What follows belongs to an exercise in optimizing a design on an open flow for small area and a short achievable clock period; a production flow would make more cautious choices. Only simulation tests tie the RTL to the original design; equivalence was not proved. Power and IR drop assume default switching activity.

== ember ==
// Vcpu32Alu
module Vcpu32Alu (
   input    wire          clk,
   input    wire[0:31]    a,
   input    wire[0:31]    b,
   input    wire[0:7]     ac,
   output   wire[0:31]    r,
   output   wire          c,
   output   wire          n,
   output   wire          z,
   output   wire          err
   );
export LEC_CHECK = 0
export CAP_MARGIN = 20
export CORE_MARGIN = 2
export CORE_UTILIZATION = 40
export CTS_BUF_LIST = sky130_fd_sc_hd__clkbuf_2 sky130_fd_sc_hd__clkbuf_4
export CTS_CLUSTER_DIAMETER = 100
export CTS_CLUSTER_SIZE = 40
export SETUP_SLACK_MARGIN = 3.0
export SLEW_MARGIN = 20
create_clock -name core_clock -period 5.5 [get_ports {clk}]
standard.sh (not shown) runs the stock make flow with config.mk's settings and CLKGATE_MAP_FILE= SYNTH_SCRIPT=/design/flow/synth_recipe.tcl, a recipe that flattens the netlist after the stock synthesis.
==> flow/flow/run.sh <==
#!/bin/bash
# Layout flow: the standard layout (standard.sh, the standard synthesis and ORFS steps unchanged),
# except that each input and output port is buffered with a plain sky130_fd_sc_hd__buf_N cell
# (PORT_BUF below) rather than the delay buffer that buffer_ports picks by default.
# The whole make output goes to standard_flow.log in the work folder; ORFS's per-step logs are
# under orfs/logs/.
set -euo pipefail
cd "$(dirname "${BASH_SOURCE[0]}")/.."
PORT_BUF=sky130_fd_sc_hd__buf_1
export BUFFER_PORTS_ARGS="-buffer_cell ${PORT_BUF}"
bash standard.sh finish > standard_flow.log 2>&1
ember reached the end of the flow, and the finished layout is clean on the timing, DRC and antenna checks.
> inputs changed (ember -> raven)
Settings: a change of CORE_UTILIZATION from 40 to 60; a change of CTS_BUF_LIST from sky130_fd_sc_hd__clkbuf_2 sky130_fd_sc_hd__clkbuf_4 to sky130_fd_sc_hd__clkbuf_4 sky130_fd_sc_hd__clkbuf_8; a deleted CTS_CLUSTER_DIAMETER that had been 100; a deleted CTS_CLUSTER_SIZE that had been 40.
==> flow/flow/run.sh <==
#!/bin/bash
# Layout flow: the standard layout (standard.sh: the standard synthesis script and ORFS steps), with
# two changes:
#  - each input and output port is buffered with a plain sky130_fd_sc_hd__buf_1 (PORT_BUF) rather than
#    the delay buffer that buffer_ports picks by default;
#  - the 4-input multiplexer cells (slow select inputs) are added to the platform's don't-use list
#    (EXTRA_DONT_USE), so synthesis builds the A pre-shift from 2-input multiplexers.
# The whole make output goes to standard_flow.log in the work folder; ORFS's per-step logs are
# under orfs/logs/.
set -euo pipefail
cd "$(dirname "${BASH_SOURCE[0]}")/.."
PORT_BUF=sky130_fd_sc_hd__buf_1
EXTRA_DONT_USE="sky130_fd_sc_hd__mux4_1 sky130_fd_sc_hd__mux4_2 sky130_fd_sc_hd__mux4_4"
export BUFFER_PORTS_ARGS="-buffer_cell ${PORT_BUF}"
# the platform's own don't-use list, as ORFS's make computes it
PLATFORM_DONT_USE=$(make -s -C "$FLOW_HOME" DESIGN_CONFIG="$PWD/config.mk" WORK_HOME="$PWD/orfs" \
  print-DONT_USE_CELLS 2> dont_use_probe.log | sed -n 's/^DONT_USE_CELLS: *//p')
echo "platform don't-use: $PLATFORM_DONT_USE" > dont_use.log
[[ -n "$PLATFORM_DONT_USE" ]]
bash standard.sh "DONT_USE_CELLS=${PLATFORM_DONT_USE} ${EXTRA_DONT_USE}" finish > standard_flow.log 2>&1
==> comparison <==
- In raven relative to ember, number of instances in the synthesized netlist had gone up by a few percent.
- Cell count was higher in ember than in raven.
- | met2 layer usage reported by global route | raven vs ember | 11 points higher |
- Area of placed instances (higher): ember
- Between raven and ember, it is raven whose combinational share of power is lower, by 3.2 points.
- ember → raven: wire length of the first global-routing pass went down; hold slack went up; upper clock frequency limit went up; setup slack of the critical path after layout went up.
- Min starting density of the core across ember and raven: ember
- Summary of the comparison: post-synthesis to final-layout area growth is higher in raven, relative to ember.
The inputs of sierra differ from those of raven as listed below.
Settings: changing CORE_UTILIZATION from 60 to 40.
==> flow/flow/run.sh <==
#!/bin/bash
# Layout flow: the standard layout (standard.sh, the standard synthesis and ORFS steps unchanged),
# except that each input and output port is buffered with a plain sky130_fd_sc_hd__buf_N cell
# (PORT_BUF below) rather than the delay buffer that buffer_ports picks by default.
# The whole make output goes to standard_flow.log in the work folder; ORFS's per-step logs are
# under orfs/logs/.
set -euo pipefail
cd "$(dirname "${BASH_SOURCE[0]}")/.."
PORT_BUF=sky130_fd_sc_hd__buf_1
export BUFFER_PORTS_ARGS="-buffer_cell ${PORT_BUF}"
export RECOVER_POWER=${RECOVER_POWER:-100}
bash standard.sh finish > standard_flow.log 2>&1
## What came out
In sierra the implementation completed, yet the final layout does not meet the checks, the culprit being capacitance limit, slew limit.
Compared to raven, sierra has wire length 870 µm higher.
sierra vs raven on clock period minus worst slack: sierra is the higher one.
Taking raven as the reference, in sierra share of power burned in combinational logic grew by 1.0 points; relative area change from synthesis to final layout grew by 1.1 points; cell count after synthesis lost 15; relative area of non-clock buffer cells in the final design has remained practically unchanged; number of signal-net buffers in the layout ~0 delta.
Modified inputs, fjord compared to sierra
==> flow/flow/run.sh <==
#!/bin/bash
# Layout flow: the standard layout (standard.sh: the standard synthesis script and ORFS steps), with
# two changes:
#  - each input and output port is buffered with a plain sky130_fd_sc_hd__buf_1 (PORT_BUF) rather than
#    the delay buffer that buffer_ports picks by default;
#  - the 4-input multiplexer cells (slow select inputs) are added to the platform's don't-use list
#    (EXTRA_DONT_USE), so synthesis builds the A pre-shift from 2-input multiplexers.
# The whole make output goes to standard_flow.log in the work folder; ORFS's per-step logs are
# under orfs/logs/.
set -euo pipefail
cd "$(dirname "${BASH_SOURCE[0]}")/.."
PORT_BUF=sky130_fd_sc_hd__buf_1
EXTRA_DONT_USE="sky130_fd_sc_hd__mux4_1 sky130_fd_sc_hd__mux4_2 sky130_fd_sc_hd__mux4_4"
export BUFFER_PORTS_ARGS="-buffer_cell ${PORT_BUF}"
# the platform's own don't-use list, as ORFS's make computes it
PLATFORM_DONT_USE=$(make -s -C "$FLOW_HOME" DESIGN_CONFIG="$PWD/config.mk" WORK_HOME="$PWD/orfs" \
  print-DONT_USE_CELLS 2> dont_use_probe.log | sed -n 's/^DONT_USE_CELLS: *//p')
echo "platform don't-use: $PLATFORM_DONT_USE" > dont_use.log
[[ -n "$PLATFORM_DONT_USE" ]]
bash standard.sh "DONT_USE_CELLS=${PLATFORM_DONT_USE} ${EXTRA_DONT_USE}" finish > standard_flow.log 2>&1
[summary]
- Out of fjord and sierra, the only run to close with the timing, DRC and antenna checks passing was fjord.
- sierra: complete, dirty (capacitance limit, slew limit)
- Relative to sierra, worst hold slack after final layout has gone up in fjord.
- The via count of fjord was inferior to that of sierra.
- Final period demand of the worst path in fjord is 1.20 ns below sierra.
- Relative to sierra, transition time at the pin with the least slew margin has decreased by 0.75 ns in fjord.
Inputs modified between fjord and tundra:
Settings: swapping 40 for 75 in CORE_UTILIZATION.
[summary]
tundra vs fjord, sequential share of cell area went up by 0.28 points.
tundra closes out successfully: all stages finished, all timing, DRC and antenna checks passed.
Diff fjord -> tundra: final standard cell utilization of the core rose 41 points, shortest clock period the worst path allows after layout increased by 0.16 ns relative to the old numbers.
The inputs of maple differ from those of tundra as listed below.
Settings: CORE_UTILIZATION now 40, was 75.
==> flow/flow/run.sh <==
#!/bin/bash
# Layout flow: the standard layout (standard.sh, the standard synthesis and ORFS steps unchanged),
# except that each input and output port is buffered with a plain sky130_fd_sc_hd__buf_N cell
# (PORT_BUF below) rather than the delay buffer that buffer_ports picks by default.
# The whole make output goes to standard_flow.log in the work folder; ORFS's per-step logs are
# under orfs/logs/.
set -euo pipefail
cd "$(dirname "${BASH_SOURCE[0]}")/.."
PORT_BUF=sky130_fd_sc_hd__buf_1
export BUFFER_PORTS_ARGS="-buffer_cell ${PORT_BUF}"
bash standard.sh finish > standard_flow.log 2>&1
## What came out
- maple finished every stage and its layout cleared the timing, DRC and antenna checks.
- Row cell count after placement: maple higher / tundra lower
- [compare] base=tundra new=maple: share of total power in combinational logic moved up, number of cells produced by synthesis moved down.

separate check: timing with driven ports:
In the flow no input, the clock included, has a driving cell. The finished layouts below were timed again as built, in two steps. Step 1 assumes that a clkbuf_16 drives the clock port and a buf_2 every other input. Step 2 moves the port delays by t, midway between the first and last clock arrival at a register: inputs arrive t later, outputs are due t later. That takes back most of the time a late clock gives input paths. Three values: ideal, step 1, step 2; two values: the first two.
run	shift t [ns]	setup WS [ns]	hold WS [ns]	worst setup path after step 2	clock arrival spread, ns
ember	0.434	2.979 / 2.951 / 2.662	0.421 / 0.421 / 0.421	input to register	0.021 / 0.021
raven	0.368	3.058 / 3.034 / 2.731	0.469 / 0.469 / 0.469	input to register	0.011 / 0.011
sierra	0.366	1.846 / 1.846 / 1.480	0.416 / 0.416 / 0.416	input to register	0.015 / 0.016
fjord	0.374	3.041 / 3.012 / 2.703	0.493 / 0.493 / 0.493	input to register	0.014 / 0.014
tundra	0.378	2.877 / 2.848 / 2.734	0.465 / 0.465 / 0.465	input to register	0.015 / 0.015
maple	0.365	3.057 / 3.031 / 2.722	0.415 / 0.415 / 0.415	input to register	0.014 / 0.014
The setup slack of sierra, which loses most, moves by 0.000 ns with the drivers and by -0.366 ns with both steps.
